Background: an optimization exercise with open tools, aiming at small area and a short achievable clock period. Do not read the settings as production practice.
Where RTL was checked, it was by simulation tests only, not by an equivalence proof against the original.
Function not checked in runs 1 and 7: the RTL went through the layout flow alone.
No activity file was given, so power comes from the tool's default toggle rates.

`design/flow/design.v`:
```
module top_module (
    input wire clk,
    input wire reset,
    input wire signed [15:0] x_in,
    input wire signed [15:0] d_in,
    output wire signed [15:0] y_out
);
    reg [15:0] d0;                  
    reg [15:0] dl [1:15];           
    reg        p1, n1;              
    reg        p16, n16;            
    reg [15:0] rz;
    reg [15:1] rp, rn;
    reg [15:0] y;
    reg        ep, en;              
    reg        kp, kn;              
    reg [3:0]  cnt;                 
    reg        v15;                 
    integer i;
    wire [15:0] d15 = v15 ? dl[15] : 16'd0;
    wire        p15 = (|d15) & ~d15[15];
    wire        n15 = d15[15];
    function [15:0] add16(input [15:0] a, input [15:0] b, input ci);
        reg [15:0] p, g, gg, pp;
        integer k, st;
        begin
            p = a ^ b;
            g = a & b;
            gg = g;
            pp = p;
            gg[0] = g[0] | (p[0] & ci);
            for (st = 1; st < 16; st = st * 2)
                for (k = 2 * st - 1; k < 16; k = k + 2 * st) begin
                    gg[k] = gg[k] | (pp[k] & gg[k-st]);
                    pp[k] = pp[k] & pp[k-st];
                end
            for (st = 4; st >= 1; st = st / 2)
                for (k = 3 * st - 1; k < 16; k = k + 2 * st) begin
                    gg[k] = gg[k] | (pp[k] & gg[k-st]);
                    pp[k] = pp[k] & pp[k-st];
                end
            add16 = p ^ {gg[14:0], ci};
        end
    endfunction
    function [15:0] upd(input [15:0] r, input [15:0] x0, input [15:0] x15,
                        input s0, input s15);
        reg [15:0] a, b, s, c;
        begin
            a = x0 ^ {16{s0}};
            b = x15 ^ {16{s15}};
            s = r ^ a ^ b;
            c = (r & a) | (r & b) | (a & b);
            upd = add16(s, {c[14:0], s0}, s15);
        end
    endfunction
    wire [15:0] rpf = {rp, rz[0]};
    wire [15:0] rnf = {rn, rz[0]};
    wire [15:0] rpn = upd(rpf, d0, d15, ~p1, p16);
    wire [15:0] rnn = upd(rnf, d0, d15, ~n1, n16);
    wire [15:0] rzn = upd(rz, d0, d15, 1'b1, 1'b0);
    wire [15:0] rk = kp ? rpf : (kn ? rnf : rz);
    wire        m  = kp ? ~p1 : (kn ? ~n1 : 1'b1);
    wire [15:0] yn = add16(rk, d0 ^ {16{m}}, m);
    wire        eneg = add16(d_in, ~y, 1'b1) >> 15;    
    wire        enz  = |(d_in ^ y);                   
    always @(posedge clk or posedge reset) begin
        if (reset) begin
            d0  <= 16'd0;
            p1  <= 1'b0;
            n1  <= 1'b0;
            p16 <= 1'b0;
            n16 <= 1'b0;
            rz  <= 16'd0;
            rp  <= 15'd0;
            rn  <= 15'd0;
            y   <= 16'd0;
            ep  <= 1'b0;
            en  <= 1'b0;
            kp  <= 1'b0;
            kn  <= 1'b0;
            cnt <= 4'd0;
            v15 <= 1'b0;
        end else begin
            d0  <= x_in;
            p1  <= (|d0) & ~d0[15];
            n1  <= d0[15];
            p16 <= p15;
            n16 <= n15;
            rz  <= rzn;
            rp  <= rpn[15:1];
            rn  <= rnn[15:1];
            y   <= yn;
            ep  <= enz & ~eneg;
            en  <= eneg;
            kp  <= ep;
            kn  <= en;
            if (!v15) cnt <= cnt + 4'd1;
            if (cnt == 4'd14) v15 <= 1'b1;
        end
    end
    always @(posedge clk) begin
        dl[1] <= d0;
        for (i = 2; i < 16; i = i + 1)
            dl[i] <= dl[i-1];
    end
    assign y_out = y;
endmodule
```
`design/flow/flow/run.sh`:
```
#!/bin/bash
# Standard ORFS layout (the standard.sh), with two changes to how it is made:
# - repair_timing aims for setup slack beyond the clock's own (SETUP_SLACK_MARGIN),
#   so the layout is optimised for a shorter achieved period;
# - port buffers are a plain buffer cell instead of the resizer's default pick.
# The clock period and constraints are the standard flow's, unchanged.
set -euo pipefail
export SETUP_SLACK_MARGIN=${SETUP_SLACK_MARGIN_OVERRIDE:-9.0}
export BUFFER_PORTS_ARGS="-buffer_cell sky130_fd_sc_hd__buf_2"
bash standard.sh > make_standard.log 2>&1
```
`design/flow/standard.sh`:
```
#!/bin/bash
# synth_recipe.tcl (not shown) runs the flow's synth.tcl, then flattens the netlist and writes it again
# the make line also repeats each setting of config.mk as NAME=value (left out here)
make -C /OpenROAD-flow-scripts/flow DESIGN_CONFIG=/design/flow/config.mk WORK_HOME=/design/flow/orfs CLKGATE_MAP_FILE= SYNTH_SCRIPT=/design/flow/synth_recipe.tcl "${@:-finish}"
```
`design/flow/config.mk`:
```
export PLATFORM = sky130hd
export DESIGN_NAME = top_module
export DESIGN_NICKNAME = top_module
export VERILOG_FILES = /design/flow/design.v
export SDC_FILE = /design/flow/constraint.sdc
export NUM_CORES = 4
export LEC_CHECK = 0
export CAP_MARGIN = 20
export CORE_MARGIN = 2
export CORE_UTILIZATION = 45
export SLEW_MARGIN = 20
```
`design/flow/constraint.sdc`:
```
create_clock -name core_clock -period 12.5 [get_ports {clk}]
set_input_delay 2.5000 -clock core_clock [delete_from_list [all_inputs] [get_ports {clk}]]
set_output_delay 2.5000 -clock core_clock [all_outputs]
set_load 0.01 [all_outputs]
```
==> notes.md, run 1 <==
pin count of the biggest net entering global routing=61; TritonRoute pass-1 iters=4; max_cap viols=0; syn_nets=1102; Mapped Area=12200 µm²; RSZ-0062 raised after global routing=yes; Hold Fails Final Rpt=0; routed vias/inst=4.63; CTS buffer count=34; Mapped Cells=923; critical path arrival=4.29 ns; Startpoint Class=flip-flop; most common cell after layout, fill and taps aside=dfxtp_1; reg2reg setup slack=8.63 ns; Synth cell types=46; status=complete, no violations; YS warnings=2; fmax=0.259 GHz; CP Capture Type=flip-flop; final slew viol count=0; DP Wirelength=14.8 mm; CTS Buffer Depth=3; GRT overflow=0; CTS tree=done; Worst Path Required=12.93 ns; Area Overhead vs Synth=21.1%; Slew HR=0.533; nets=1212; H-tree depth=2; initial antenna violation count=0; dpl cell area=12900 µm²; Max Fanout on Critical Path=2; Worst Hold Class=reg -> reg; GRT Overall Usage=0.159; Core Box Area=26800 µm²; chip height=169 µm; antenna-violating nets left=0; fraction of registers with async set/reset=0.275; Avg Cell Area, Syn=13.2 µm²; DR DRC count=0; layout cell share with drive strength beyond 1=0.208; pwr/cell area=290 nW/µm²; synthesized flop and latch total=331; Clock Pin Slew Worst Setup and Hold Paths=0.06 ns; Setup CP Type=reg -> reg; routed via count=6479; full die area=28500 µm²; Peak supply drop=200 µV; Setup Viol. Count Final=0; most frequent cells in the layout=239 x dfxtp_1, 119 x inv_1, 86 x dfrtp_1; routed len/inst=15.2 µm; DR iter-0 viols=292; io pins=50; leakage=6.71 nW; port bufs=49; Clock Latency Late Sink=0.51 ns; Finished Cell Area=14800 µm²; Clock Skew=0.0134 ns; final WL=21.3 mm; ys flop type=dfxtp_1; starting density of the core=0.456; Die Wd=169 µm; clock sinks=331; worst-margin pin slew=0.699 ns; Antenna Cells=0; FP Rows=60; Final min period=3.87 ns; first-pass GRT wire length=35.1 mm; Final Cycle Share=0.309; final RePlAce weighted congestion=0.785; vias in the first global route=6786; post-synthesis sequential area ratio=0.580; setup TNS=0 ns; number of flops mapped to enable cells by yosys=0; Root Buffer=clkbuf_16
==> final timing paths <==
path | startpoint | to | cells past startpoint
max in group asynchronous | reset | v15$_DFFE_PP0N_ | 3
max reg2reg | n16$_DFF_PP0_ | rn[15]$_DFF_PP0_ | 17
min reg2reg | dl[3][0]$_DFF_P_ | dl[4][0]$_DFF_P_ | 0
min in group asynchronous | reset | y[7]$_DFF_PP0_ | 2
min | dl[3][0]$_DFF_P_ | dl[4][0]$_DFF_P_ | 0
max | n16$_DFF_PP0_ | rn[15]$_DFF_PP0_ | 17
==> worst max-delay path: stages, from the launching register on <==
cell	delay [ns]
dfrtp_1	0.40
buf_12	0.14
xor2_2	0.17
fa_1	0.50
inv_1	0.04
ha_1	0.26
a21o_1	0.17
fa_2	0.33
a21o_1	0.19
a21oi_4	0.17
o21ai_4	0.09
a211oi_2	0.23
o21bai_1	0.12
fa_2	0.34
xor2_1	0.17
xnor2_1	0.18
xnor2_1	0.15
xnor2_1	0.13
==> cells by family after synthesis <==
| group | share of synthesized area |
|---|---|
| DFF | 0.580 |
| AOI/OAI and AO/OA | 0.0515 |
| xor gates and xnor gates | 0.0860 |
| and+or+nand+nor | 0.0296 |
| buffers and inverters | 0.0434 |
| adders and majority gates | 0.196 |
| muxes | 0.0141 |
==> where the power goes <==
group | internal (mW) | switching (mW) | leakage [nW] | total (mW)
Sequential | 1.26 | 0.116 | 3.07 | 1.37
Combinational | 0.889 | 0.967 | 3.04 | 1.86
Clock | 0.657 | 0.409 | 0.602 | 1.07
Total | 2.80 | 1.49 | 6.71 | 4.29
==> cell usage after synthesis (all sizes together), types with 2 or more instances <==
| master | number | area (µm²) |
|---|---|---|
| a211oi | 8 | 70.1 |
| a21o | 13 | 97.6 |
| a21oi | 23 | 123 |
| a221o | 2 | 20.0 |
| a31o | 3 | 26.3 |
| and2 | 2 | 12.5 |
| buf | 13 | 65.1 |
| clkbuf | 3 | 11.3 |
| dfrtp | 91 | 2280 |
| dfxtp | 240 | 4800 |
| fa | 77 | 1540 |
| ha | 68 | 851 |
| inv | 121 | 454 |
| mux2 | 2 | 22.5 |
| mux2i | 15 | 150 |
| nand2 | 41 | 154 |
| nand3 | 5 | 25.0 |
| nand4 | 8 | 50.1 |
| nor2 | 15 | 56.3 |
| nor4 | 4 | 25.0 |
| o211ai | 2 | 15.0 |
| o21a | 7 | 52.6 |
| o21ai | 21 | 105 |
| o21bai | 3 | 22.5 |
| o31a | 3 | 26.3 |
| o31ai | 2 | 20.0 |
| or2 | 2 | 12.5 |
| xnor2 | 85 | 744 |
| xor2 | 35 | 307 |
==> sequential cells by signal, summed over array words and instances (netlist names), 4 cells and up <==
signal	cells
rp	15
y	16
cnt	4
rz	16
d0	16
rn	15
dl	240
==> through the flow <==
step	instances	utilization	hold WS (ns)	total power, mW	worst slack [ns]
after floorplan	923	-	0.310	2.66	8.65
after global placement	1301	0.483	0.310	3.00	7.94
after detailed placement	1301	0.483	0.312	3.03	7.90
after CTS	1387	0.543	0.321	4.23	8.67
after global routing	1399	0.552	0.324	4.65	8.46
final	1399	0.552	0.318	4.29	8.63
==> layout make-up <==
type	instances	area, µm²
timing repair buffer	90	637
inverter	121	458
multi-input combinational	455	4970
tap	341	427
clock inverter	19	248
sequential	331	7100
fill	2227	12000
clock buffer	42	962
==> metal layers <==
layer | part of all wire | track usage
met1 | 0.48 | 0.222
met5 | 0 | 0
met2 | 0.44 | 0.248
met4 | 0.028 | 0.0558
met3 | 0.049 | 0.0337
==> timing repair <==
item | 4_1_cts | 5_1_grt
hold buffers | 0 | 0
endpoints found under the setup margin | 60 | 97
pin swaps | 25 | 28
cloned | 0 | 0
setup buffers | 25 | 12
gates resized for setup | 52 | 31
==> inputs of run 2 (changes only) <==
--- a/design/flow/design.v
+++ b/design/flow/design.v
@@ -52,3 +52,3 @@
             c = (r & a) | (r & b) | (a & b);
-            upd = add16(s, {c[14:0], s0}, s15);
+            upd = s + {c[14:0], s0} + s15;
         end
@@ -62,3 +62,3 @@
     wire        m  = kp ? ~p1 : (kn ? ~n1 : 1'b1);
-    wire [15:0] yn = add16(rk, d0 ^ {16{m}}, m);
+    wire [15:0] yn = rk + (d0 ^ {16{m}}) + m;
     wire        eneg = add16(d_in, ~y, 1'b1) >> 15;    
--- a/design/flow/flow/run.sh
+++ b/design/flow/flow/run.sh
@@ -9,2 +9,3 @@
 export BUFFER_PORTS_ARGS="-buffer_cell sky130_fd_sc_hd__buf_2"
+export CTS_ARGS="-sink_clustering_enable -repair_clock_nets -dont_use_dummy_load -buf_list \"sky130_fd_sc_hd__clkbuf_16 sky130_fd_sc_hd__clkbuf_8\""
 bash standard.sh > make_standard.log 2>&1
==> run 2 against run 1 <==
Still clean on timing, DRC and antenna. Synthesized cell count grew 13%. Area after synthesis grew 4.0%. Count of clock-buffer cells in the layout shrank 8. Critical path depth shrank 16. Clock skew grew 0.038 ns. Global-route usage grew 1.2 points. Fmax grew 10%. Clock power shrank 23%. Die area grew 3.9%. Hold slack lost 0.039 ns. Wire length grew 14%. First-iteration DRC count grew 15%. Largest power group unchanged.
==> notes.md, run 2 <==
Core Box Area=27800 µm² (was 26800 µm²); number of flops mapped to enable cells by yosys=0 (unchanged); DP Wirelength=17.3 mm (was 14.8 mm); status=complete, no violations (unchanged); RSZ-0062 raised after global routing=yes (unchanged); synthesized flop and latch total=331 (unchanged); initial antenna violation count=0 (unchanged); hold-fix buffers at CTS=0 (unchanged); H-tree depth=2 (unchanged); Clock Skew=0.0517 ns (was 0.0134 ns); dpl cell area=13400 µm² (was 12900 µm²); most frequent cells in the layout=240 x dfxtp_1, 113 x xnor2_1, 86 x dfrtp_1 (was 239 x dfxtp_1, 119 x inv_1, 86 x dfrtp_1); GRT Overall Usage=0.171 (was 0.159); most frequent cell after synthesis=dfxtp_1 (unchanged); DR iter-0 viols=337 (was 292); WHS Endpoint=dl[9][12]$_DFF_P_ (was dl[4][0]$_DFF_P_); YS warnings=2 (unchanged); io pins=50 (unchanged); fin util=0.519 (was 0.552); Setup Viol. Count Final=0 (unchanged); Hold Fails Final Rpt=0 (unchanged); CTS tree=done (unchanged); mux cell area share after synthesis=0.0142 (was 0.0141); vias in the first global route=7449 (was 6786); Clock Pin Slew Worst Setup and Hold Paths=0.06 ns (about the same); most common cell after layout, fill and taps aside=dfxtp_1 (unchanged); max_cap viols=0 (unchanged); worst path cell trace=buf_2 (was buf_12, xor2_2, fa_1, inv_1, ha_1, a21o_1, fa_2, a21o_1, a21oi_4, o21ai_4, a211oi_2, o21bai_1, fa_2, xor2_1, xnor2_1, xnor2_1, xnor2_1); clock sinks=331 (unchanged); critical hold path startpoint=dl[8][12]$_DFF_P_ (was dl[3][0]$_DFF_P_); routed len/inst=16.1 µm (was 15.2 µm); FP Rows=61 (was 60); DR DRC count=0 (unchanged); Slowest Stage Delay on Critical Path=0.39 ns (was 0.50 ns); cell taking the most area after synthesis=dfxtp_1 (unchanged); Compound-Gate Fraction of Synth Area=0.0827 (was 0.0515); reg2reg start=v15$_DFFE_PP0N_ (was n16$_DFF_PP0_); Max Fanout on Critical Path=2 (unchanged); Root Buffer=clkbuf_16 (unchanged); Mapped Area=12700 µm² (was 12200 µm²); Clock Latency Late Sink=0.52 ns (was 0.51 ns); simple-gate share of the synthesized area=0.0688 (was 0.0296); Worst path slowest cell=dfrtp_1 (was fa_1); Reg2Reg Depth=12 (was 17); fraction of registers with async set/reset=0.275 (unchanged); syn_nets=1205 (was 1102); Setup CP Type=reg -> out (was reg -> reg); routed via count=7428 (was 6479); final RePlAce weighted congestion=0.884 (was 0.785); top post-synthesis cells by area=dfxtp_1 38%, dfrtp_1 18%, xnor2_1 7.9% (was dfxtp_1 39%, dfrtp_1 19%, fa_1 13%); Die Wd=172 µm (was 169 µm); CTS buffer count=34 (unchanged); Reg-to-Reg End=rn[14]$_DFF_PP0_ (was rn[15]$_DFF_PP0_); Antenna Cells=0 (unchanged); hold depth=0 (unchanged); antenna-violating nets left=0 (unchanged); pwr/cell area=299 nW/µm² (was 290 nW/µm²); max reg flops=240 (unchanged); layout cell share with drive strength beyond 1=0.111 (was 0.208); Synth Area in Adders=0.152 (was 0.196); Tot Pwr=4.31 mW (was 4.29 mW); full die area=29600 µm² (was 28500 µm²); first-pass GRT wire length=39.0 mm (was 35.1 mm); Area Overhead vs Synth=13.5% (was 21.1%); CTS Buffer Depth=3 (unchanged); Finished Cell Area=14400 µm² (was 14800 µm²); ys flop type=dfxtp_1 (unchanged); nets=1286 (was 1212); Worst Path Required=10.00 ns (was 12.93 ns); share of the synthesized area in the top cell type=0.378 (was 0.393); final WL=24.2 mm (was 21.3 mm); routed vias/inst=4.94 (was 4.63); chip height=172 µm (was 169 µm); CP Capture Type=output pin (was flip-flop); reg2reg setup slack=9.07 ns (was 8.63 ns); Worst Hold Class=reg -> reg (unchanged); starting density of the core=0.457 (was 0.456); post-synthesis sequential area ratio=0.557 (was 0.580); TritonRoute pass-1 iters=5 (was 4); worst-margin pin slew=1.07 ns (was 0.699 ns); setup TNS=0 ns (unchanged); Final min period=3.51 ns (was 3.87 ns); Slew HR=0.283 (was 0.533); pin count of the biggest net entering global routing=55 (was 61); Avg Cell Area, Syn=12.1 µm² (was 13.2 µm²); Filler cells=2463 (was 2227); final slew viol count=0 (unchanged); Startpoint Class=flip-flop (unchanged); Worst Path Buf+Inv=1 (was 2); top cells by count, synth=240 x dfxtp_1, 114 x xnor2_1, 91 x dfrtp_1, 83 x inv_1, 76 x ha_1 (was 240 x dfxtp_1, 121 x inv_1, 91 x dfrtp_1, 85 x xnor2_1, 77 x fa_1); Peak supply drop=137 µV (was 200 µV); fmax=0.285 GHz (was 0.259 GHz); critical path arrival=1.01 ns (was 4.29 ns); Final Cycle Share=0.281 (was 0.309); main combinational cell family by area after synthesis=adder cells (unchanged); GRT overflow=0 (unchanged); xor/xnor share of the synthesized area=0.0937 (was 0.0860); leakage=6.39 nW (was 6.71 nW); port bufs=49 (unchanged); Largest delay share family, worst path=flip-flops (was adder cells); Mapped Cells=1046 (was 923); Synth cell types=61 (was 46); Biggest register=dl (unchanged)
==> run 2: cell families after synthesis <==
logic type	after synthesis
adder cells (fa/ha/maj)	125
AND/OR/NAND/NOR	176
flip-flops	331
buffers and inverters	102
AO/OA/AOI/OAI	158
XOR/XNOR	136
multiplexers	18
==> run 2: through the flow <==
stage	setup WS (ns)	std cells	hold WS [ns]
2_1_floorplan	8.83	1046	0.310
3_3_place_gp	8.44	1459	0.310
3_5_place_dp	8.31	1459	0.312
4_1_cts	8.86	1499	0.279
5_1_grt	8.92	1503	0.286
6_report	8.99	1503	0.279
==> run 2: what timing repair did <==
action / in CTS / in global routing
pin swaps: 0 / 1
gates resized for setup: 11 / 14
setup endpoints to repair: 102 / 31
buffers inserted: 6 / 3
gates cloned: 0 / 1
==> run 2: metal layers <==
metal | wire length (µm) | vias to the layer above | GRT usage
met5 | 0 | - | 0
met4 | 637 | 0 | 0.0566
met3 | 1090 | 51 | 0.0307
met2 | 11300 | 126 | 0.278
met1 | 11200 | 3608 | 0.233
li1 | - | 3643 | -
==> run 2: worst max-delay path by stage <==
stage / startpoint / to / slack, ns / cells after the start
3_5_place_dp: v15$_DFFE_PP0N_ / rn[14]$_DFF_PP0_ / 8.31 / 12
5_1_grt: p16$_DFF_PP0_ / rp[14]$_DFF_PP0_ / 8.92 / 12
3_3_place_gp: reset / cnt[0]$_DFFE_PP0N_ / 8.44 / 3
6_report: y[0]$_DFF_PP0_ / y_out[0] / 8.99 / 1
4_1_cts: v15$_DFFE_PP0N_ / rn[14]$_DFF_PP0_ / 8.86 / 12
2_1_floorplan: d_in[1] / ep$_DFF_PP0_ / 8.83 / 7
==> run 2: power by group <==
part           internal [mW]  leakage [nW]  switching [mW]
Sequential              1.26          3.06           0.141
Clock                  0.477         0.419           0.349
Combinational          0.943          2.91            1.14
==> run 2: layout make-up <==
| cell class | count | area [µm²] | area share |
|---|---|---|---|
| clock buffer | 34 | 851 | 0.0590 |
| multi-input combinational | 613 | 5310 | 0.368 |
| tap | 378 | 473 | 0.0328 |
| timing repair inverter | 1 | 5.00 | 0.000347 |
| timing repair buffer | 62 | 367 | 0.0254 |
| inverter | 84 | 319 | 0.0221 |
| sequential | 331 | 7100 | 0.492 |
==> inputs of run 3 (changes only) <==
--- a/design/flow/flow/run.sh
+++ b/design/flow/flow/run.sh
@@ -9,3 +9,3 @@
 export BUFFER_PORTS_ARGS="-buffer_cell sky130_fd_sc_hd__buf_2"
-export CTS_ARGS="-sink_clustering_enable -repair_clock_nets -dont_use_dummy_load -buf_list \"sky130_fd_sc_hd__clkbuf_16 sky130_fd_sc_hd__clkbuf_8\""
+export CTS_ARGS="-sink_clustering_enable -repair_clock_nets -dont_use_dummy_load -root_buf sky130_fd_sc_hd__clkbuf_16 -buf_list sky130_fd_sc_hd__clkbuf_8 -sink_clustering_size 16 -sink_clustering_max_diameter 50"
 bash standard.sh > make_standard.log 2>&1
==> run 3 against run 2 <==
Still clean. Global-route usage is 0.34 points lower. Hold slack better by 0.043 ns. Cell count decreased by 0.33%. Worst setup slack got worse by 0.054 ns. Area after synthesis stayed put. Design area shrank 2.9%. Combinational power about the same. First-iteration DRC count rose by 36%. Core utilization fell by 1.5 points. Non-clock buffer count rose by 1. Critical path type unchanged.
==> notes.md, run 3 <==
final RePlAce weighted congestion=0.884 (unchanged); routed vias/inst=4.90 (was 4.94); max reg flops=240 (unchanged); WHS Endpoint=dl[5][14]$_DFF_P_ (was dl[9][12]$_DFF_P_); Area Overhead vs Synth=10.2% (was 13.5%); top post-synthesis cells by area=dfxtp_1 38%, dfrtp_1 18%, xnor2_1 7.9% (unchanged); full die area=29600 µm² (unchanged); Worst path slowest cell=dfrtp_1 (unchanged); vias in the first global route=7300 (was 7449); setup TNS=0 ns (unchanged); Crit. Startpoint=y[13]$_DFF_PP0_ (was y[0]$_DFF_PP0_); Crit. path cell count=1 (unchanged); critical hold path startpoint=dl[4][14]$_DFF_P_ (was dl[8][12]$_DFF_P_); Clock Skew=0.0618 ns (was 0.0517 ns); Slew HR=0.375 (was 0.283); layout cell share with drive strength beyond 1=0.106 (was 0.111); DR DRC count=0 (unchanged); starting density of the core=0.457 (unchanged); Synth cell types=61 (unchanged); Final Cycle Share=0.285 (was 0.281); io pins=50 (unchanged); number of flops mapped to enable cells by yosys=0 (unchanged); fraction of registers with async set/reset=0.275 (unchanged); hold-fix buffers at CTS=0 (unchanged); CTS buffer count=29 (was 34); worst-margin pin slew=0.935 ns (was 1.07 ns); syn_nets=1205 (unchanged); DP Wirelength=17.3 mm (unchanged); GRT Overall Usage=0.168 (was 0.171); final slew viol count=0 (unchanged); Setup Viol. Count Final=0 (unchanged); Slowest Stage Delay on Critical Path=0.40 ns (was 0.39 ns); routed via count=7346 (was 7428); Largest delay share family, worst path=flip-flops (unchanged); Reg-to-Reg End=rn[14]$_DFF_PP0_ (unchanged); Max Fanout on Critical Path=2 (unchanged); Biggest register=dl (unchanged); TritonRoute pass-1 iters=5 (unchanged); most frequent cells in the layout=240 x dfxtp_1, 113 x xnor2_1, 86 x dfrtp_1 (unchanged); synthesized flop and latch total=331 (unchanged); leakage=6.20 nW (was 6.39 nW); top cells by count, synth=240 x dfxtp_1, 114 x xnor2_1, 91 x dfrtp_1, 83 x inv_1, 76 x ha_1 (unchanged); fmax=0.280 GHz (was 0.285 GHz); pwr/cell area=288 nW/µm² (was 299 nW/µm²); Root Buffer=clkbuf_16 (unchanged); H-tree depth=1 (was 2); nets=1281 (was 1286); Setup CP Type=reg -> out (unchanged); Antenna Cells=0 (unchanged); Die Wd=172 µm (unchanged); Clock Latency Late Sink=0.52 ns (about the same); final WL=23.9 mm (was 24.2 mm); routed len/inst=15.9 µm (was 16.1 µm); Worst Path Buf+Inv=1 (unchanged); CP Capture Type=output pin (unchanged); pin count of the biggest net entering global routing=55 (unchanged); DR iter-0 viols=459 (was 337); ys flop type=dfxtp_1 (unchanged); reg2reg start=v15$_DFFE_PP0N_ (unchanged); Worst Path Required=10.00 ns (about the same); YS warnings=2 (unchanged); hold depth=0 (unchanged); most frequent cell after synthesis=dfxtp_1 (unchanged); Clock Pin Slew Worst Setup and Hold Paths=0.09 ns (was 0.06 ns); CTS Buffer Depth=3 (unchanged); Reg2Reg Depth=12 (unchanged); max_cap viols=0 (unchanged); GRT overflow=0 (unchanged); antenna-violating nets left=0 (unchanged); reg2reg setup slack=9.05 ns (was 9.07 ns); cell taking the most area after synthesis=dfxtp_1 (unchanged); CTS tree=done (unchanged); worst hold slack=0.322 ns (was 0.279 ns); most common cell after layout, fill and taps aside=dfxtp_1 (unchanged); status=complete, no violations (unchanged); FP Rows=61 (unchanged); Mapped Cells=1046 (unchanged); post-synthesis sequential area ratio=0.557 (unchanged); worst path cell trace=buf_2 (unchanged); port bufs=49 (unchanged); first-pass GRT wire length=38.5 mm (was 39.0 mm); Avg Cell Area, Syn=12.1 µm² (unchanged); Worst Hold Class=reg -> reg (unchanged); chip height=172 µm (unchanged); Final min period=3.57 ns (was 3.51 ns); share of the synthesized area in the top cell type=0.378 (unchanged); critical path arrival=1.07 ns (was 1.01 ns); clock sinks=331 (unchanged); Filler cells=2506 (was 2463); Peak supply drop=118 µV (was 137 µV); Hold Fails Final Rpt=0 (unchanged); Core Box Area=27800 µm² (unchanged); initial antenna violation count=0 (unchanged); Startpoint Class=flip-flop (unchanged); Mapped Area=12700 µm² (unchanged); RSZ-0062 raised after global routing=yes (unchanged)
[run 3: cell counts after synthesis]
No cell type changed its count.
[run 3: metal layers]
| metal | vias up | track usage | wire length, µm |
|---|---|---|---|
| met4 | 0 | 0.0493 | 639 |
| met5 | - | 0 | 0 |
| met3 | 44 | 0.0254 | 993 |
| met1 | 3560 | 0.235 | 11200 |
| li1 | 3622 | - | - |
| met2 | 120 | 0.271 | 11000 |
[run 3: what timing repair did]
action / in CTS / in global routing
pin swaps: 0 / 2
resized for setup: 10 / 13
endpoints found under the setup margin: 103 / 28
cloned: 0 / 0
setup buffers: 6 / 4
[run 3: kinds of logic (layout without fill, tap and decap cells)]
family / Yosys count / count (layout) / share of synthesized area
flip-flops: 331 / 331 / 0.557
AND/OR/NAND/NOR: 176 / 176 / 0.0688
AO/OA/AOI/OAI: 158 / 158 / 0.0827
XOR/XNOR: 136 / 136 / 0.0937
adder cells (fa/ha/maj): 125 / 125 / 0.152
buffers and inverters: 102 / 176 / 0.0311
multiplexers: 18 / 18 / 0.0142
[run 3: per-stage QoR]
step / cell area, µm² / std cells / setup WS [ns] / util / total power, mW
after floorplan: 12700 / 1046 / 8.83 / - / 3.01
after global placement: 13400 / 1459 / 8.44 / 0.483 / 3.42
after detailed placement: 13400 / 1459 / 8.31 / 0.483 / 3.46
after CTS: 13900 / 1494 / 8.86 / 0.501 / 4.03
after global routing: 14000 / 1498 / 8.88 / 0.504 / 4.39
final: 14000 / 1498 / 8.93 / 0.504 / 4.04
[run 3: layout make-up]
class                      instances  area (µm²)  share of cell area
tap                              378         473              0.0338
clock buffer                      29         433              0.0309
timing repair buffer              63         362              0.0258
multi-input combinational        613        5310               0.380
sequential                       331        7100               0.507
inverter                          84         319              0.0228
[run 3: how the worst max path moves through the flow]
stage                                    end  slack [ns]
after floorplan                 ep$_DFF_PP0_        8.83
after global routing        rn[14]$_DFF_PP0_        8.88
after detailed placement    rn[14]$_DFF_PP0_        8.31
final                              y_out[13]        8.93
after global placement    cnt[0]$_DFFE_PP0N_        8.44
after CTS                   rn[14]$_DFF_PP0_        8.86
[run 3: report_power, final]
group / switching (mW) / leakage (nW) / internal (mW) / total (mW)
logic: 1.15 / 2.91 / 0.952 / 2.10
registers: 0.139 / 3.06 / 1.26 / 1.39
clock network: 0.312 / 0.224 / 0.229 / 0.541
==> inputs of run 4 (changes only) <==
--- a/design/flow/design.v
+++ b/design/flow/design.v
@@ -13,2 +13,3 @@
     reg [15:1] rp, rn;
+    reg [3:1]  cz, cp, cn;          
     reg [15:0] y;
@@ -44,5 +45,16 @@
     endfunction
-    function [15:0] upd(input [15:0] r, input [15:0] x0, input [15:0] x15,
-                        input s0, input s15);
-        reg [15:0] a, b, s, c;
+    function [4:0] rip4(input [3:0] a, input [3:0] b, input ci);
+        reg [4:0] c;
+        integer k;
+        begin
+            c[0] = ci;
+            for (k = 0; k < 4; k = k + 1)
+                c[k+1] = (a[k] & b[k]) | (a[k] & c[k]) | (b[k] & c[k]);
+            rip4 = {c[4], a ^ b ^ c[3:0]};
+        end
+    endfunction
+    function [18:0] upd(input [15:0] r, input [3:1] rc, input [15:0] x0,
+                        input [15:0] x15, input s0, input s15);
+        reg [15:0] a, b, s, c, c2;
+        reg [4:0]  b0, b1, b2, b3;
         begin
@@ -52,3 +64,8 @@
             c = (r & a) | (r & b) | (a & b);
-            upd = s + {c[14:0], s0} + s15;
+            c2 = {c[14:0], s0};
+            b0 = rip4(s[3:0], c2[3:0], s15);
+            b1 = rip4(s[7:4], c2[7:4], rc[1]);
+            b2 = rip4(s[11:8], c2[11:8], rc[2]);
+            b3 = rip4(s[15:12], c2[15:12], rc[3]);
+            upd = {b2[4], b1[4], b0[4], b3[3:0], b2[3:0], b1[3:0], b0[3:0]};
         end
@@ -57,8 +74,9 @@
     wire [15:0] rnf = {rn, rz[0]};
-    wire [15:0] rpn = upd(rpf, d0, d15, ~p1, p16);
-    wire [15:0] rnn = upd(rnf, d0, d15, ~n1, n16);
-    wire [15:0] rzn = upd(rz, d0, d15, 1'b1, 1'b0);
+    wire [18:0] rpn = upd(rpf, cp, d0, d15, ~p1, p16);
+    wire [18:0] rnn = upd(rnf, cn, d0, d15, ~n1, n16);
+    wire [18:0] rzn = upd(rz, cz, d0, d15, 1'b1, 1'b0);
     wire [15:0] rk = kp ? rpf : (kn ? rnf : rz);
+    wire [3:1]  ck = kp ? cp : (kn ? cn : cz);
     wire        m  = kp ? ~p1 : (kn ? ~n1 : 1'b1);
-    wire [15:0] yn = rk + (d0 ^ {16{m}}) + m;
+    wire [15:0] yn = rk + (d0 ^ {16{m}}) + {3'd0, ck[3], 3'd0, ck[2], 3'd0, ck[1], 4'd0} + m;
     wire        eneg = add16(d_in, ~y, 1'b1) >> 15;    
@@ -75,2 +93,5 @@
             rn  <= 15'd0;
+            cz  <= 3'd0;
+            cp  <= 3'd0;
+            cn  <= 3'd0;
             y   <= 16'd0;
@@ -88,5 +109,8 @@
             n16 <= n15;
-            rz  <= rzn;
+            rz  <= rzn[15:0];
             rp  <= rpn[15:1];
             rn  <= rnn[15:1];
+            cz  <= rzn[18:16];
+            cp  <= rpn[18:16];
+            cn  <= rnn[18:16];
             y   <= yn;
==> run 4 against run 3 <==
Still clean on timing, DRC and antenna. Combinational power decreased by 17%. Count of clock-buffer cells in the layout increased by 1. Flip-flop and latch count increased by 9. Clock power increased by 2%. Total power decreased by 7.9%. Non-clock buffer count increased by 10. Critical endpoint is now y_out[15].
==> notes.md, run 4 <==
status=complete, no violations (unchanged); setup TNS=0 ns (unchanged); Mapped Area=12200 µm² (was 12700 µm²); fraction of registers with async set/reset=0.294 (was 0.275); most frequent cells in the layout=240 x dfxtp_1, 110 x inv_1, 98 x dfrtp_1 (was 240 x dfxtp_1, 113 x xnor2_1, 86 x dfrtp_1); chip height=169 µm (was 172 µm); Die Wd=169 µm (was 172 µm); pin count of the biggest net entering global routing=69 (was 55); main combinational cell family by area after synthesis=adder cells (unchanged); Root Buffer=clkbuf_16 (unchanged); final WL=20.2 mm (was 23.9 mm); Reg-to-Reg End=y[14]$_DFF_PP0_ (was rn[14]$_DFF_PP0_); Startpoint Class=flip-flop (unchanged); RSZ-0062 raised after global routing=yes (unchanged); clock sinks=340 (was 331); fin util=0.506 (was 0.504); max reg flops=240 (unchanged); hold depth=0 (unchanged); worst-margin pin slew=0.802 ns (was 0.935 ns); reg2reg start=kn$_DFF_PP0_ (was v15$_DFFE_PP0N_); CTS buffer count=30 (was 29); Synth Area in Adders=0.192 (was 0.152); Clock Latency Late Sink=0.51 ns (was 0.52 ns); number of flops mapped to enable cells by yosys=0 (unchanged); Max Fanout on Critical Path=2 (unchanged); Antenna Cells=0 (unchanged); Hold Fails Final Rpt=0 (unchanged); critical path arrival=1.03 ns (was 1.07 ns); Synth cell types=49 (was 61); critical hold path startpoint=dl[3][5]$_DFF_P_ (was dl[4][14]$_DFF_P_); cell taking the most area after synthesis=dfxtp_1 (unchanged); full die area=28500 µm² (was 29600 µm²); Area Overhead vs Synth=10.7% (was 10.2%); most common cell after layout, fill and taps aside=dfxtp_1 (unchanged); routed vias/inst=4.60 (was 4.90); DR iter-0 viols=283 (was 459); initial antenna violation count=0 (unchanged); Avg Cell Area, Syn=13.6 µm² (was 12.1 µm²); Slew HR=0.458 (was 0.375); TritonRoute pass-1 iters=4 (was 5); mux cell area share after synthesis=0.0185 (was 0.0142); vias in the first global route=6465 (was 7300); Slowest Stage Delay on Critical Path=0.41 ns (was 0.40 ns); starting density of the core=0.456 (was 0.457); worst path cell trace=buf_2 (unchanged); top cells by count, synth=240 x dfxtp_1, 111 x inv_1, 100 x dfrtp_1, 90 x xnor2_1, 89 x fa_1 (was 240 x dfxtp_1, 114 x xnor2_1, 91 x dfrtp_1, 83 x inv_1, 76 x ha_1); simple-gate share of the synthesized area=0.0329 (was 0.0688); DR DRC count=0 (unchanged); Final min period=3.53 ns (was 3.57 ns); layout cell share with drive strength beyond 1=0.127 (was 0.106); GRT overflow=0 (unchanged); Reg2Reg Depth=12 (unchanged); Compound-Gate Fraction of Synth Area=0.0389 (was 0.0827); Largest delay share family, worst path=flip-flops (unchanged); CTS Buffer Depth=3 (unchanged); final RePlAce weighted congestion=0.798 (was 0.884); YS warnings=2 (unchanged); Final Cycle Share=0.283 (was 0.285); share of the synthesized area in the top cell type=0.393 (was 0.378); top post-synthesis cells by area=dfxtp_1 39%, dfrtp_1 20%, fa_1 15% (was dfxtp_1 38%, dfrtp_1 18%, xnor2_1 7.9%); Worst Hold Class=reg -> reg (unchanged); Worst Path Required=10.00 ns (about the same); antenna-violating nets left=0 (unchanged); max_cap viols=0 (unchanged); H-tree depth=1 (unchanged); post-synthesis sequential area ratio=0.597 (was 0.557); final slew viol count=0 (unchanged); nets=1152 (was 1281); routed via count=6087 (was 7346); CTS tree=done (unchanged); routed len/inst=15.2 µm (was 15.9 µm); FP Rows=60 (was 61); Setup Viol. Count Final=0 (unchanged); first-pass GRT wire length=33.7 mm (was 38.5 mm); Peak supply drop=141 µV (was 118 µV); DP Wirelength=14.3 mm (was 17.3 mm); pwr/cell area=274 nW/µm² (was 288 nW/µm²); Clock Pin Slew Worst Setup and Hold Paths=0.09 ns (about the same); Clock Skew=0.0402 ns (was 0.0618 ns); syn_nets=1067 (was 1205); Worst path slowest cell=dfrtp_1 (unchanged); most frequent cell after synthesis=dfxtp_1 (unchanged); CP Capture Type=output pin (unchanged); Setup CP Type=reg -> out (unchanged); reg2reg setup slack=9.17 ns (was 9.05 ns); Mapped Cells=899 (was 1046); leakage=6.09 nW (was 6.20 nW); fmax=0.283 GHz (was 0.280 GHz); ys flop type=dfxtp_1 (unchanged); Worst Path Buf+Inv=1 (unchanged); Biggest register=dl (unchanged); io pins=50 (unchanged); GRT Overall Usage=0.150 (was 0.168); synthesized flop and latch total=340 (was 331); xor/xnor share of the synthesized area=0.0780 (was 0.0937); Core Box Area=26800 µm² (was 27800 µm²); WHS Endpoint=dl[4][5]$_DFF_P_ (was dl[5][14]$_DFF_P_); port bufs=49 (unchanged)
[run 4: changes by cell type after synthesis, sizes merged, moves of 19 or more]
cell   delta
a21oi    -19
xnor2    -24
inv      +27
nor2     -19
ha       -31
fa       +40
[run 4: repair_timing]
item | in CTS | in global routing
setup buffers | 10 | 8
pin swaps | 0 | 4
setup endpoints to repair | 110 | 38
hold buffers | 0 | 0
gates resized for setup | 2 | 17
[run 4: kinds of logic (layout without fill, tap and decap cells)]
kind of cell / Yosys count / in the layout
mux: 22 / 22
compound gates: 75 / 75
buf+inv: 131 / 214
xor+xnor: 109 / 109
flops: 340 / 340
fa+ha+maj: 134 / 134
simple gates: 88 / 88
[run 4: worst max-delay path by stage]
stage / start / slack, ns / cells past startpoint / to
6_report: y[15]$_DFF_PP0_ / 8.97 / 1 / y_out[15]
3_3_place_gp: reset / 8.35 / 3 / rp[15]$_DFF_PP0_
3_5_place_dp: reset / 8.35 / 3 / d0[7]$_DFF_PP0_
5_1_grt: y[5]$_DFF_PP0_ / 8.92 / 1 / y_out[5]
4_1_cts: n16$_DFF_PP0_ / 8.87 / 10 / rn[15]$_DFF_PP0_
2_1_floorplan: d_in[13] / 8.69 / 5 / ep$_DFF_PP0_
[run 4: final cells by class]
class / count / area (µm²)
fill: 2356 / 13300
inverter: 111 / 420
multi-input combinational: 428 / 4490
tap: 341 / 427
sequential: 340 / 7310
clock buffer: 30 / 447
timing repair buffer: 73 / 449
[run 4: where the power goes]
part           switching, mW  total (mW)  internal [mW]
logic                  0.938        1.75          0.811
registers              0.114        1.42           1.30
clock network          0.317       0.553          0.236
total                   1.37        3.72           2.35
[run 4: stage by stage]
step	hold WS [ns]	setup slack, ns	cell area [µm²]	power, mW	std cells
2_1_floorplan	0.310	8.69	12300	2.75	899
3_3_place_gp	0.310	8.35	12900	3.10	1275
3_5_place_dp	0.312	8.35	12900	3.14	1275
4_1_cts	0.313	8.87	13400	3.73	1315
5_1_grt	0.318	8.92	13500	4.10	1323
6_report	0.314	8.97	13500	3.72	1323
[run 4: layer usage]
metal / global-route usage / up-vias / part of all wire
met5: 0 / - / 0
met4: 0.0379 / 0 / 0.024
li1: - / 2955 / -
met1: 0.210 / 3010 / 0.46
met3: 0.0262 / 40 / 0.035
met2: 0.246 / 82 / 0.48
==> inputs of run 5 (changes only) <==
==> design/flow/flow/run.sh (replaced) <==
#!/bin/bash
# The standard ORFS layout (standard.sh: standard synthesis, floorplan,
# placement, CTS, routing), with three changes to how the layout is made:
# - repair_timing aims for setup slack beyond the clock's own (SETUP_SLACK_MARGIN),
#   so the layout is optimised for a shorter achieved period;
# - port buffers are a plain buf_2 instead of the resizer's default pick;
# - CTS: clkbuf_16 root, clkbuf_8 leaf buffers, no dummy loads, smaller clusters.
# The clock period and constraints (constraint.sdc) are the standard flow's, unchanged.
# make's full output goes to make_standard.log; each ORFS step logs to orfs/logs.
set -euo pipefail
export SETUP_SLACK_MARGIN=9.0
export BUFFER_PORTS_ARGS="-buffer_cell sky130_fd_sc_hd__buf_2"
export CTS_ARGS="-sink_clustering_enable -repair_clock_nets -dont_use_dummy_load -root_buf sky130_fd_sc_hd__clkbuf_16 -buf_list sky130_fd_sc_hd__clkbuf_8 -sink_clustering_size 16 -sink_clustering_max_diameter 50"
bash standard.sh > make_standard.log 2>&1
==> run 5 against run 4 <==
Critical path depth unchanged. Fmax unchanged. Clock power barely moved. Register-to-register slack is essentially flat. Critical endpoint unchanged. Highest routed layer unchanged.
==> notes.md, run 5 <==
status=complete, no violations (unchanged); full die area=28500 µm² (unchanged); Slowest Stage Delay on Critical Path=0.41 ns (about the same); top post-synthesis cells by area=dfxtp_1 39%, dfrtp_1 20%, fa_1 15% (unchanged); Largest delay share family, worst path=flip-flops (unchanged); final slew viol count=0 (unchanged); top cells by count, synth=240 x dfxtp_1, 111 x inv_1, 100 x dfrtp_1, 90 x xnor2_1, 89 x fa_1 (unchanged); share of the synthesized area in the top cell type=0.393 (unchanged); io pins=50 (unchanged); synthesized flop and latch total=340 (unchanged); Peak supply drop=141 µV (unchanged); leakage=6.09 nW (unchanged); Avg Cell Area, Syn=13.6 µm² (unchanged); Final min period=3.53 ns (unchanged); CTS Buffer Depth=3 (unchanged); max reg flops=240 (unchanged); vias in the first global route=6465 (unchanged); clock sinks=340 (unchanged); Clock Latency Late Sink=0.51 ns (about the same); CTS buffer count=30 (unchanged); Clock Skew=0.0402 ns (unchanged); syn_nets=1067 (unchanged); Setup Viol. Count Final=0 (unchanged); DR iter-0 viols=283 (unchanged); pwr/cell area=274 nW/µm² (unchanged); CP Capture Type=output pin (unchanged); Worst Path Required=10.00 ns (about the same); port bufs=49 (unchanged); reg2reg setup slack=9.17 ns (about the same); Startpoint Class=flip-flop (unchanged); routed vias/inst=4.60 (unchanged); Setup CP Type=reg -> out (unchanged); Synth cell types=49 (unchanged); starting density of the core=0.456 (unchanged); most frequent cell after synthesis=dfxtp_1 (unchanged); antenna-violating nets left=0 (unchanged); layout cell share with drive strength beyond 1=0.127 (unchanged); non-filler cells, final=1323 (unchanged); most frequent cells in the layout=240 x dfxtp_1, 110 x inv_1, 98 x dfrtp_1 (unchanged); chip height=169 µm (unchanged); GRT Overall Usage=0.150 (unchanged); cell taking the most area after synthesis=dfxtp_1 (unchanged); Root Buffer=clkbuf_16 (unchanged); multi-input combinational cell area=4490 µm² (unchanged); post-synthesis sequential area ratio=0.597 (unchanged); Core Box Area=26800 µm² (unchanged); H-tree depth=1 (unchanged); most common cell after layout, fill and taps aside=dfxtp_1 (unchanged); Worst Path Buf+Inv=1 (unchanged); fmax=0.283 GHz (unchanged); GRT overflow=0 (unchanged); worst-margin pin slew=0.802 ns (unchanged); Clock Pin Slew Worst Setup and Hold Paths=0.09 ns (about the same); DR DRC count=0 (unchanged); Filler cells=2356 (unchanged); Max Fanout on Critical Path=2 (unchanged); Worst path slowest cell=dfrtp_1 (unchanged); Area Overhead vs Synth=10.7% (unchanged); routed via count=6087 (unchanged); ys flop type=dfxtp_1 (unchanged); FP Rows=60 (unchanged); DP Wirelength=14.3 mm (unchanged); Final Cycle Share=0.283 (unchanged); YS warnings=2 (unchanged); Slew HR=0.458 (unchanged); final WL=20.2 mm (unchanged); Antenna Cells=0 (unchanged); max_cap viols=0 (unchanged); CTS tree=done (unchanged); setup TNS=0 ns (unchanged); critical path arrival=1.03 ns (about the same); register area=7310 µm² (unchanged); nets=1152 (unchanged); TritonRoute pass-1 iters=4 (unchanged); pin count of the biggest net entering global routing=69 (unchanged); Mapped Area=12200 µm² (unchanged); Mapped Cells=899 (unchanged); fraction of registers with async set/reset=0.294 (unchanged); Tot Pwr=3.72 mW (unchanged); Cells after DPL=1275 (unchanged); Die Wd=169 µm (unchanged); fin util=0.506 (unchanged); initial antenna violation count=0 (unchanged); RSZ-0062 raised after global routing=yes (unchanged); final RePlAce weighted congestion=0.798 (unchanged); routed len/inst=15.2 µm (unchanged); Worst Hold Class=reg -> reg (unchanged); Biggest register=dl (unchanged); first-pass GRT wire length=33.7 mm (unchanged); hold-fix buffers at CTS=0 (unchanged); Hold Fails Final Rpt=0 (unchanged); worst path cell trace=buf_2 (unchanged); number of flops mapped to enable cells by yosys=0 (unchanged)
[run 5: cell counts after synthesis]
No cell type changed its count.
[run 5: layout make-up]
| type | instances | share of cell area |
|---|---|---|
| multi-input combinational | 428 | 0.332 |
| tap | 341 | 0.0315 |
| clock buffer | 30 | 0.0330 |
| sequential | 340 | 0.540 |
| inverter | 111 | 0.0310 |
| timing repair buffer | 73 | 0.0332 |
[run 5: final timing paths]
check,depth (start not counted),from,endpoint
max,1,y[15]$_DFF_PP0_,y_out[15]
min,0,dl[3][5]$_DFF_P_,dl[4][5]$_DFF_P_
max reg2reg,12,kn$_DFF_PP0_,y[14]$_DFF_PP0_
min reg2reg,0,dl[3][5]$_DFF_P_,dl[4][5]$_DFF_P_
max in group asynchronous,3,reset,v15$_DFFE_PP0N_
min in group asynchronous,2,reset,d0[13]$_DFF_PP0_
[run 5: where the power goes]
| part | switching, mW | internal (mW) | leakage (nW) | total, mW |
|---|---|---|---|---|
| combinational | 0.938 | 0.811 | 2.68 | 1.75 |
| sequential | 0.114 | 1.30 | 3.17 | 1.42 |
| clock | 0.317 | 0.236 | 0.231 | 0.553 |
| total | 1.37 | 2.35 | 6.09 | 3.72 |
[run 5: cells by family (layout without fill, tap and decap cells)]
family,after synthesis,in the layout,synth area share
adder cells (fa/ha/maj),134,134,0.192
multiplexers,22,22,0.0185
AO/OA/AOI/OAI,75,75,0.0389
buffers and inverters,131,214,0.0427
XOR/XNOR,109,109,0.0780
flip-flops,340,340,0.597
AND/OR/NAND/NOR,88,88,0.0329
[run 5: stage by stage]
step	hold slack [ns]	cell area (µm²)	setup WS [ns]
after floorplan	0.310	12300	8.69
after global placement	0.310	12900	8.35
after detailed placement	0.312	12900	8.35
after CTS	0.313	13400	8.87
after global routing	0.318	13500	8.92
final	0.314	13500	8.97
[run 5: what timing repair did]
item                                   4_1_cts  5_1_grt
pin swaps                                    0        4
gates resized for setup                      2       17
setup buffers                               10        8
setup endpoints to repair                  110       38
endpoints found under the hold margin        0        0
gates cloned                                 0        0
[run 5: layer usage]
metal	vias up	track usage	wire length, µm
li1	2955	-	-
met2	82	0.246	9620
met5	-	0	0
met3	40	0.0262	698
met1	3010	0.210	9350
met4	0	0.0379	489
==> inputs of run 6 (changes only) <==
--- a/design/flow/flow/run.sh
+++ b/design/flow/flow/run.sh
@@ -11,4 +11,4 @@
 export SETUP_SLACK_MARGIN=9.0
-export BUFFER_PORTS_ARGS="-buffer_cell sky130_fd_sc_hd__buf_2"
-export CTS_ARGS="-sink_clustering_enable -repair_clock_nets -dont_use_dummy_load -root_buf sky130_fd_sc_hd__clkbuf_16 -buf_list sky130_fd_sc_hd__clkbuf_8 -sink_clustering_size 16 -sink_clustering_max_diameter 50"
+export BUFFER_PORTS_ARGS="-buffer_cell sky130_fd_sc_hd__buf_1"
+export CTS_ARGS="-sink_clustering_enable -repair_clock_nets -dont_use_dummy_load -root_buf sky130_fd_sc_hd__clkbuf_16 -buf_list sky130_fd_sc_hd__clkbuf_4 -sink_clustering_size 10 -sink_clustering_max_diameter 40"
 bash standard.sh > make_standard.log 2>&1
==> run 6 against run 5 <==
Worst setup slack improved by 0.016 ns. Sequential share of layout area grew 0.12 points. Hold slack lost 0.025 ns. Design area decreased by 0.17%. Largest cell class unchanged.
==> notes.md, run 6 <==
routed vias/inst=4.66 (was 4.60); DRT met1 WL=9.58 mm (was 9.35 mm); chip height=169 µm (unchanged); DP Wirelength=14.4 mm (was 14.3 mm); fraction of registers with async set/reset=0.294 (unchanged); reg2reg start=v15$_DFFE_PP0N_ (was kn$_DFF_PP0_); vias in the first global route=6646 (was 6465); CTS tree=done (unchanged); number of flops mapped to enable cells by yosys=0 (unchanged); critical hold path startpoint=dl[14][13]$_DFF_P_ (was dl[3][5]$_DFF_P_); Routed met3 length=923 µm (was 698 µm); leakage=6.04 nW (was 6.09 nW); Biggest register=dl (unchanged); DR iter-0 viols=181 (was 283); Final min period=3.52 ns (was 3.53 ns); pin count of the biggest net entering global routing=69 (unchanged); Worst Path Buf+Inv=1 (unchanged); Hold Fails Final Rpt=0 (unchanged); CP Capture Type=output pin (unchanged); Max Fanout on Critical Path=2 (unchanged); Mapped Area=12200 µm² (unchanged); Worst Hold Class=reg -> reg (unchanged); initial antenna violation count=0 (unchanged); FP Rows=60 (unchanged); GRT overflow=0 (unchanged); Avg Cell Area, Syn=13.6 µm² (unchanged); CTS Buffer Depth=3 (unchanged); met2 WL=9.95 mm (was 9.62 mm); full die area=28500 µm² (unchanged); Core Box Area=26800 µm² (unchanged); port bufs=49 (unchanged); fmax=0.284 GHz (was 0.283 GHz); multi-input combinational cell area=4470 µm² (was 4490 µm²); top cells by count, synth=240 x dfxtp_1, 111 x inv_1, 100 x dfrtp_1, 90 x xnor2_1, 89 x fa_1 (unchanged); Crit. Startpoint=y[6]$_DFF_PP0_ (was y[15]$_DFF_PP0_); share of the synthesized area in the top cell type=0.393 (unchanged); Slowest Stage Delay on Critical Path=0.40 ns (was 0.41 ns); Largest delay share family, worst path=flip-flops (unchanged); GRT Overall Usage=0.157 (was 0.150); Clock Latency Late Sink=0.50 ns (was 0.51 ns); setup TNS=0 ns (unchanged); YS warnings=2 (unchanged); CTS buffer count=49 (was 30); Clock Pin Slew Worst Setup and Hold Paths=0.10 ns (was 0.09 ns); routed via count=6247 (was 6087); worst path cell trace=clkbuf_2 (was buf_2); most frequent cell after synthesis=dfxtp_1 (unchanged); Root Buffer=clkbuf_16 (unchanged); io pins=50 (unchanged); Tot Pwr=3.73 mW (was 3.72 mW); Die Wd=169 µm (unchanged); worst-margin pin slew=0.773 ns (was 0.802 ns); Synth cell types=49 (unchanged); DR DRC count=0 (unchanged); Slew HR=0.484 (was 0.458); cell taking the most area after synthesis=dfxtp_1 (unchanged); worst hold slack=0.289 ns (was 0.314 ns); Setup Viol. Count Final=0 (unchanged); syn_nets=1067 (unchanged); antenna-violating nets left=0 (unchanged); Peak supply drop=131 µV (was 141 µV); ys flop type=dfxtp_1 (unchanged); clock sinks=340 (unchanged); Startpoint Class=flip-flop (unchanged); Filler cells=2384 (was 2356); final RePlAce weighted congestion=0.797 (was 0.798); nets=1170 (was 1152); Mapped Cells=899 (unchanged); H-tree depth=2 (was 1); top post-synthesis cells by area=dfxtp_1 39%, dfrtp_1 20%, fa_1 15% (unchanged); layout cell share with drive strength beyond 1=0.106 (was 0.127); max_cap viols=0 (unchanged); pwr/cell area=276 nW/µm² (was 274 nW/µm²); starting density of the core=0.456 (unchanged); first-pass GRT wire length=34.7 mm (was 33.7 mm); final WL=20.9 mm (was 20.2 mm); Setup CP Type=reg -> out (unchanged); register area=7320 µm² (was 7310 µm²); max reg flops=240 (unchanged); Worst Path Required=10.00 ns (about the same); Final Cycle Share=0.281 (was 0.283); fin util=0.505 (was 0.506); most common cell after layout, fill and taps aside=dfxtp_1 (unchanged); synthesized flop and latch total=340 (unchanged); status=complete, no violations (unchanged); Area Overhead vs Synth=10.6% (was 10.7%); post-synthesis sequential area ratio=0.597 (unchanged); RSZ-0062 raised after global routing=yes (unchanged); routed len/inst=15.6 µm (was 15.2 µm); Clock Skew=0.0444 ns (was 0.0402 ns); Worst path slowest cell=dfrtp_1 (unchanged); most frequent cells in the layout=240 x dfxtp_1, 110 x inv_1, 97 x dfrtp_1 (was 240 x dfxtp_1, 110 x inv_1, 98 x dfrtp_1); Antenna Cells=0 (unchanged); top sig layer=met4 (unchanged); critical path arrival=1.02 ns (was 1.03 ns); final slew viol count=0 (unchanged); TritonRoute pass-1 iters=4 (unchanged)
==> run 6: cells by family after synthesis <==
group,Yosys count,share of synthesized area
flip-flops,340,0.597
adder cells (fa/ha/maj),134,0.192
buffers and inverters,131,0.0427
XOR/XNOR,109,0.0780
AND/OR/NAND/NOR,88,0.0329
AO/OA/AOI/OAI,75,0.0389
multiplexers,22,0.0185
==> run 6: cell type report <==
class	count	share of cell area
sequential	340	0.541
tap	341	0.0315
clock buffer	49	0.0337
inverter	111	0.0311
timing repair buffer	72	0.0322
multi-input combinational	428	0.331
==> run 6: stage by stage <==
stage	setup slack (ns)	std cells	cell area, µm²
final	8.98	1341	13500
after global routing	8.93	1341	13500
after CTS	8.96	1334	13400
after detailed placement	8.33	1275	12800
after global placement	8.36	1275	12800
after floorplan	8.69	899	12300
==> run 6: metal layers <==
layer / vias to the layer above / GRT usage
li1: 3017 / -
met1: 3087 / 0.213
met2: 99 / 0.251
met3: 44 / 0.0330
met4: 0 / 0.0528
met5: - / 0
==> run 6: report_power, final <==
part,switching (mW),total [mW],internal [mW]
logic,0.943,1.75,0.809
clock network,0.329,0.564,0.235
registers,0.114,1.42,1.30
total,1.39,3.73,2.35
==> run 6: worst register-to-register path, stage by stage (launching register included) <==
cell     delay, ns
dfrtp_4       0.52
nand2_1       0.17
xor2_1        0.19
fa_1          0.54
fa_1          0.17
inv_1         0.05
fa_1          0.45
fa_1          0.45
xor2_1        0.18
xnor2_1       0.21
xnor2_1       0.16
xnor2_1       0.13
==> run 6: final timing paths <==
check                                endpoint  slack (ns)  depth (start not counted)
setup / recovery                     y_out[6]        8.98                          1
hold / removal             dl[15][13]$_DFF_P_        0.29                          0
min in group asynchronous    d0[12]$_DFF_PP0_        2.12                          2
hold reg to reg            dl[15][13]$_DFF_P_        0.29                          0
max in group asynchronous       n16$_DFF_PP0_        9.21                          3
setup reg to reg             rn[15]$_DFF_PP0_        9.19                         11
==> run 6: repair_timing <==
item,CTS,global route
endpoints found under the setup margin,105,30
gates resized for setup,12,25
setup buffers,10,7
hold buffers,0,0
pin swaps,4,4
==> inputs of run 7 (changes only) <==
--- a/design/flow/design.v
+++ b/design/flow/design.v
@@ -55,17 +55,13 @@
     endfunction
-    function [18:0] upd(input [15:0] r, input [3:1] rc, input [15:0] x0,
-                        input [15:0] x15, input s0, input s15);
-        reg [15:0] a, b, s, c, c2;
+    function [18:0] acc(input [15:0] r, input [3:1] rc, input [15:0] x,
+                        input s);
+        reg [15:0] a;
         reg [4:0]  b0, b1, b2, b3;
         begin
-            a = x0 ^ {16{s0}};
-            b = x15 ^ {16{s15}};
-            s = r ^ a ^ b;
-            c = (r & a) | (r & b) | (a & b);
-            c2 = {c[14:0], s0};
-            b0 = rip4(s[3:0], c2[3:0], s15);
-            b1 = rip4(s[7:4], c2[7:4], rc[1]);
-            b2 = rip4(s[11:8], c2[11:8], rc[2]);
-            b3 = rip4(s[15:12], c2[15:12], rc[3]);
-            upd = {b2[4], b1[4], b0[4], b3[3:0], b2[3:0], b1[3:0], b0[3:0]};
+            a = x ^ {16{s}};
+            b0 = rip4(r[3:0], a[3:0], s);
+            b1 = rip4(r[7:4], a[7:4], rc[1]);
+            b2 = rip4(r[11:8], a[11:8], rc[2]);
+            b3 = rip4(r[15:12], a[15:12], rc[3]);
+            acc = {b2[4], b1[4], b0[4], b3[3:0], b2[3:0], b1[3:0], b0[3:0]};
         end
@@ -74,9 +70,10 @@
     wire [15:0] rnf = {rn, rz[0]};
-    wire [18:0] rpn = upd(rpf, cp, d0, d15, ~p1, p16);
-    wire [18:0] rnn = upd(rnf, cn, d0, d15, ~n1, n16);
-    wire [18:0] rzn = upd(rz, cz, d0, d15, 1'b1, 1'b0);
-    wire [15:0] rk = kp ? rpf : (kn ? rnf : rz);
-    wire [3:1]  ck = kp ? cp : (kn ? cn : cz);
-    wire        m  = kp ? ~p1 : (kn ? ~n1 : 1'b1);
-    wire [15:0] yn = rk + (d0 ^ {16{m}}) + {3'd0, ck[3], 3'd0, ck[2], 3'd0, ck[1], 4'd0} + m;
+    wire [18:0] vp  = acc(rpf, cp, d0, ~p1);
+    wire [18:0] vn  = acc(rnf, cn, d0, ~n1);
+    wire [18:0] vz  = acc(rz, cz, d0, 1'b1);
+    wire [18:0] rpn = acc(vp[15:0], vp[18:16], d15, p16);
+    wire [18:0] rnn = acc(vn[15:0], vn[18:16], d15, n16);
+    wire [18:0] rzn = acc(vz[15:0], vz[18:16], d15, 1'b0);
+    wire [18:0] vk = kp ? vp : (kn ? vn : vz);
+    wire [15:0] yn = vk[15:0] + {3'd0, vk[18], 3'd0, vk[17], 3'd0, vk[16], 4'd0};
     wire        eneg = add16(d_in, ~y, 1'b1) >> 15;    
--- a/design/flow/flow/run.sh
+++ b/design/flow/flow/run.sh
@@ -11,4 +11,4 @@
 export SETUP_SLACK_MARGIN=9.0
-export BUFFER_PORTS_ARGS="-buffer_cell sky130_fd_sc_hd__buf_1"
-export CTS_ARGS="-sink_clustering_enable -repair_clock_nets -dont_use_dummy_load -root_buf sky130_fd_sc_hd__clkbuf_16 -buf_list sky130_fd_sc_hd__clkbuf_4 -sink_clustering_size 10 -sink_clustering_max_diameter 40"
+export BUFFER_PORTS_ARGS="-buffer_cell sky130_fd_sc_hd__buf_2"
+export CTS_ARGS="-sink_clustering_enable -repair_clock_nets -dont_use_dummy_load -root_buf sky130_fd_sc_hd__clkbuf_16 -buf_list sky130_fd_sc_hd__clkbuf_8 -sink_clustering_size 16 -sink_clustering_max_diameter 50"
 bash standard.sh > make_standard.log 2>&1
==> run 7 against run 6 <==
Still clean. Total power down 3.7%. Core utilization increased by 2.1 points. First-iteration DRC count up 28%. Die area shrank 5.5%. Synthesized cell count is 8.6% lower. Fmax is 0.88% lower. Sequential power barely moved. Critical path type is now reg -> reg. Critical endpoint is now rn[15]$_DFF_PP0_. Largest cell class unchanged. Highest routed layer unchanged.
==> notes.md, run 7 <==
initial antenna violation count=0 (unchanged); register area=7320 µm² (about the same); FP Rows=58 (was 60); port bufs=49 (unchanged); GRT Overall Usage=0.152 (was 0.157); first-pass GRT wire length=31.1 mm (was 34.7 mm); ys flop type=dfxtp_1 (unchanged); Clock Pin Slew Worst Setup and Hold Paths=0.09 ns (was 0.10 ns); worst-margin pin slew=0.622 ns (was 0.773 ns); Clock Power Share=0.156 (was 0.151); Tot Pwr=3.59 mW (was 3.73 mW); DR iter-0 viols=232 (was 181); CP Capture Type=flip-flop (was output pin); Worst Hold Class=reg -> reg (unchanged); Avg Cell Area, Syn=14.0 µm² (was 13.6 µm²); reg2reg start=n1$_DFF_PP0_ (was v15$_DFFE_PP0N_); vias in the first global route=5876 (was 6646); Area Overhead vs Synth=14.8% (was 10.6%); pwr/cell area=271 nW/µm² (was 276 nW/µm²); Final Cycle Share=0.284 (was 0.281); Internal=2.31 mW (was 2.35 mW); top cells by count, synth=240 x dfxtp_1, 143 x inv_1, 100 x dfrtp_1, 84 x fa_1, 55 x xnor2_1 (was 240 x dfxtp_1, 111 x inv_1, 100 x dfrtp_1, 90 x xnor2_1, 89 x fa_1); CTS Buffer Depth=3 (unchanged); antenna-violating nets left=0 (unchanged); Core Box Area=25200 µm² (was 26800 µm²); fraction of registers with async set/reset=0.294 (unchanged); cell taking the most area after synthesis=dfxtp_1 (unchanged); Biggest register=dl (unchanged); RSZ-0062 raised after global routing=yes (unchanged); GRT overflow=0 (unchanged); layout cell share with drive strength beyond 1=0.247 (was 0.106); Setup Viol. Count Final=0 (unchanged); pin count of the biggest net entering global routing=59 (was 69); number of flops mapped to enable cells by yosys=0 (unchanged); Synth cell types=46 (was 49); synthesized flop and latch total=340 (unchanged); H-tree depth=1 (was 2); critical path arrival=3.91 ns (was 1.02 ns); nets=1065 (was 1170); TritonRoute pass-1 iters=4 (unchanged); most frequent cell after synthesis=dfxtp_1 (unchanged); Mapped Cells=822 (was 899); worst setup margin=8.95 ns (was 8.98 ns); Root Buffer=clkbuf_16 (unchanged); io pins=50 (unchanged); fmax=0.282 GHz (was 0.284 GHz); most common cell after layout, fill and taps aside=dfxtp_1 (unchanged); Antenna Cells=0 (unchanged); Net Sw Power=1.28 mW (was 1.39 mW); multi-input combinational cell area=3940 µm² (was 4470 µm²); non-filler cells, final=1252 (was 1341); chip height=164 µm (was 169 µm); Crit. Startpoint=n1$_DFF_PP0_ (was y[6]$_DFF_PP0_); syn_nets=963 (was 1067); Startpoint Class=flip-flop (unchanged); status=complete, no violations (unchanged); full die area=26900 µm² (was 28500 µm²); post-synthesis sequential area ratio=0.633 (was 0.597); Cells after DPL=1194 (was 1275); Final min period=3.55 ns (was 3.52 ns); routed len/inst=15.2 µm (was 15.6 µm); critical hold path startpoint=dl[14][14]$_DFF_P_ (was dl[14][13]$_DFF_P_); top post-synthesis cells by area=dfxtp_1 42%, dfrtp_1 22%, fa_1 15% (was dfxtp_1 39%, dfrtp_1 20%, fa_1 15%); max reg flops=240 (unchanged); final WL=19.0 mm (was 20.9 mm); Sw Share=0.357 (was 0.371); most frequent cells in the layout=240 x dfxtp_1, 126 x inv_1, 93 x dfrtp_1 (was 240 x dfxtp_1, 110 x inv_1, 97 x dfrtp_1); combinational share of power=0.457 (was 0.469); leakage=5.92 nW (was 6.04 nW); Mapped Area=11500 µm² (was 12200 µm²); Worst Path Required=12.86 ns (was 10.00 ns); share of the synthesized area in the top cell type=0.416 (was 0.393); starting density of the core=0.458 (was 0.456); Clock Skew=0.0501 ns (was 0.0444 ns); hold-fix buffers at CTS=0 (unchanged); DR DRC count=0 (unchanged); Clock Latency Late Sink=0.52 ns (was 0.50 ns); CTS tree=done (unchanged); DP Worst Slack=8.44 ns (was 8.33 ns); fin util=0.526 (was 0.505); dpl cell area=12300 µm² (was 12800 µm²); YS warnings=2 (unchanged); clock sinks=340 (unchanged); Hold Fails Final Rpt=0 (unchanged); final RePlAce weighted congestion=0.782 (was 0.797); Filler cells=2148 (was 2384); routed vias/inst=4.45 (was 4.66); Max Fanout on Critical Path=8 (was 2); DP Wirelength=13.1 mm (was 14.4 mm); Die Wd=164 µm (was 169 µm); Reg power frac=0.387 (was 0.379); routed via count=5571 (was 6247); CTS buffer count=31 (was 49); Finished Cell Area=13200 µm² (was 13500 µm²); final slew viol count=0 (unchanged); max_cap viols=0 (unchanged); worst hold slack=0.278 ns (was 0.289 ns); Peak supply drop=122 µV (was 131 µV); setup TNS=0 ns (unchanged); Slew HR=0.586 (was 0.484); Setup CP Type=reg -> reg (was reg -> out)
[run 7: cell types whose count changed after synthesis, moves of 6 or more]
cell	before	now
mux2i_1	20	13
xnor2_1	90	55
xor2_1	19	29
nand2_1	41	30
a21oi_1	25	13
o21ai_0	20	7
inv_1	111	143
ha_1	45	23
nor2_1	20	14
[run 7: final timing paths]
path / endpoint / slack (ns) / cells after the start
hold / removal: dl[15][14]$_DFF_P_ / 0.28 / 0
min in group asynchronous: y[11]$_DFF_PP0_ / 2.16 / 3
setup reg to reg: rn[15]$_DFF_PP0_ / 8.95 / 15
hold reg to reg: dl[15][14]$_DFF_P_ / 0.28 / 0
setup / recovery: rn[15]$_DFF_PP0_ / 8.95 / 15
max in group asynchronous: p1$_DFF_PP0_ / 9.33 / 4
[run 7: what timing repair did]
item,in CTS,in global routing
pin swaps,35,22
endpoints found under the setup margin,42,94
resized for setup,47,26
buffers inserted,22,5
[run 7: kinds of logic (layout without fill, tap and decap cells)]
kind of cell | count (synthesis) | count (layout) | synth area share
flip-flops | 340 | 340 | 0.633
buffers and inverters | 158 | 258 | 0.0529
adder cells (fa/ha/maj) | 107 | 107 | 0.171
XOR/XNOR | 85 | 85 | 0.0658
AND/OR/NAND/NOR | 68 | 68 | 0.0280
AO/OA/AOI/OAI | 39 | 39 | 0.0236
multiplexers | 25 | 25 | 0.0260
[run 7: final cells by class]
cell class                 count  share of cell area
clock buffer                  31              0.0348
timing repair buffer          84              0.0431
sequential                   340               0.553
multi-input combinational    324               0.298
inverter                     143              0.0408
tap                          330              0.0312
[run 7: power by group through the flow]
| stage | sequential, mW | clock (mW) | combinational (mW) |
|---|---|---|---|
| 4_1_cts | 1.39 | 0.590 | 1.61 |
| 5_1_grt | 1.41 | 0.631 | 1.89 |
| 2_1_floorplan | 1.39 | 0 | 1.13 |
| 3_3_place_gp | 1.41 | 0 | 1.46 |
| 3_5_place_dp | 1.41 | 0 | 1.49 |
| 6_report | 1.39 | 0.561 | 1.64 |
[run 7: worst max-delay path: stages, from the launching register on]
cell and delay (ns):
dfrtp_2 0.43, buf_6 0.16, xor2_2 0.16, fa_2 0.20, inv_1 0.05, fa_2 0.36
fa_2 0.36, inv_2 0.07, fa_2 0.21, fa_1 0.16, inv_1 0.05, fa_2 0.34
fa_1 0.43, xor2_1 0.16, xnor2_1 0.14, xnor2_1 0.14
[run 7: layer usage]
layer | vias up | wire length (µm) | GRT usage
met5 | - | 0 | 0
met4 | 0 | 623 | 0.0510
met3 | 48 | 1030 | 0.0260
met2 | 127 | 8610 | 0.240
met1 | 2744 | 8770 | 0.213
li1 | 2652 | - | -

-- static timing again, ports no longer ideal --
In the flow no input, the clock included, has a driving cell. The finished layouts below were timed again as built, in two steps. Step 1 sets driving cells, clkbuf_16 on the clock port and buf_2 on the other inputs (assumed; they add their load-dependent delay and slew). Step 2 adds t to the input delays and takes it off the output delays; t is the mean of the earliest and latest rising clock arrival at the registers after step 1. Input paths then give back, and output paths get back, about the clock's delay inside the block. Three values: ideal ports, drivers, drivers and shift; two values: the first two.
run	t, ns	slack for setup (ns)	worst hold slack (ns)	pins driven straight from the clock port
run 1	0.550	8.633 / 8.633 / 8.414	0.318 / 0.318 / 0.318	1
run 2	0.538	8.988 / 8.941 / 8.615	0.279 / 0.279 / 0.279	1
run 3	0.539	8.934 / 8.884 / 8.607	0.322 / 0.322 / 0.322	1
run 4	0.534	8.965 / 8.917 / 8.505	0.314 / 0.314 / 0.314	1
run 5	0.534	8.965 / 8.917 / 8.505	0.314 / 0.314 / 0.314	1
run 6	0.523	8.982 / 8.933 / 8.534	0.289 / 0.289 / 0.289	1
run 7	0.543	8.951 / 8.920 / 8.564	0.278 / 0.278 / 0.278	1
After both steps setup and hold are still met in every run listed.
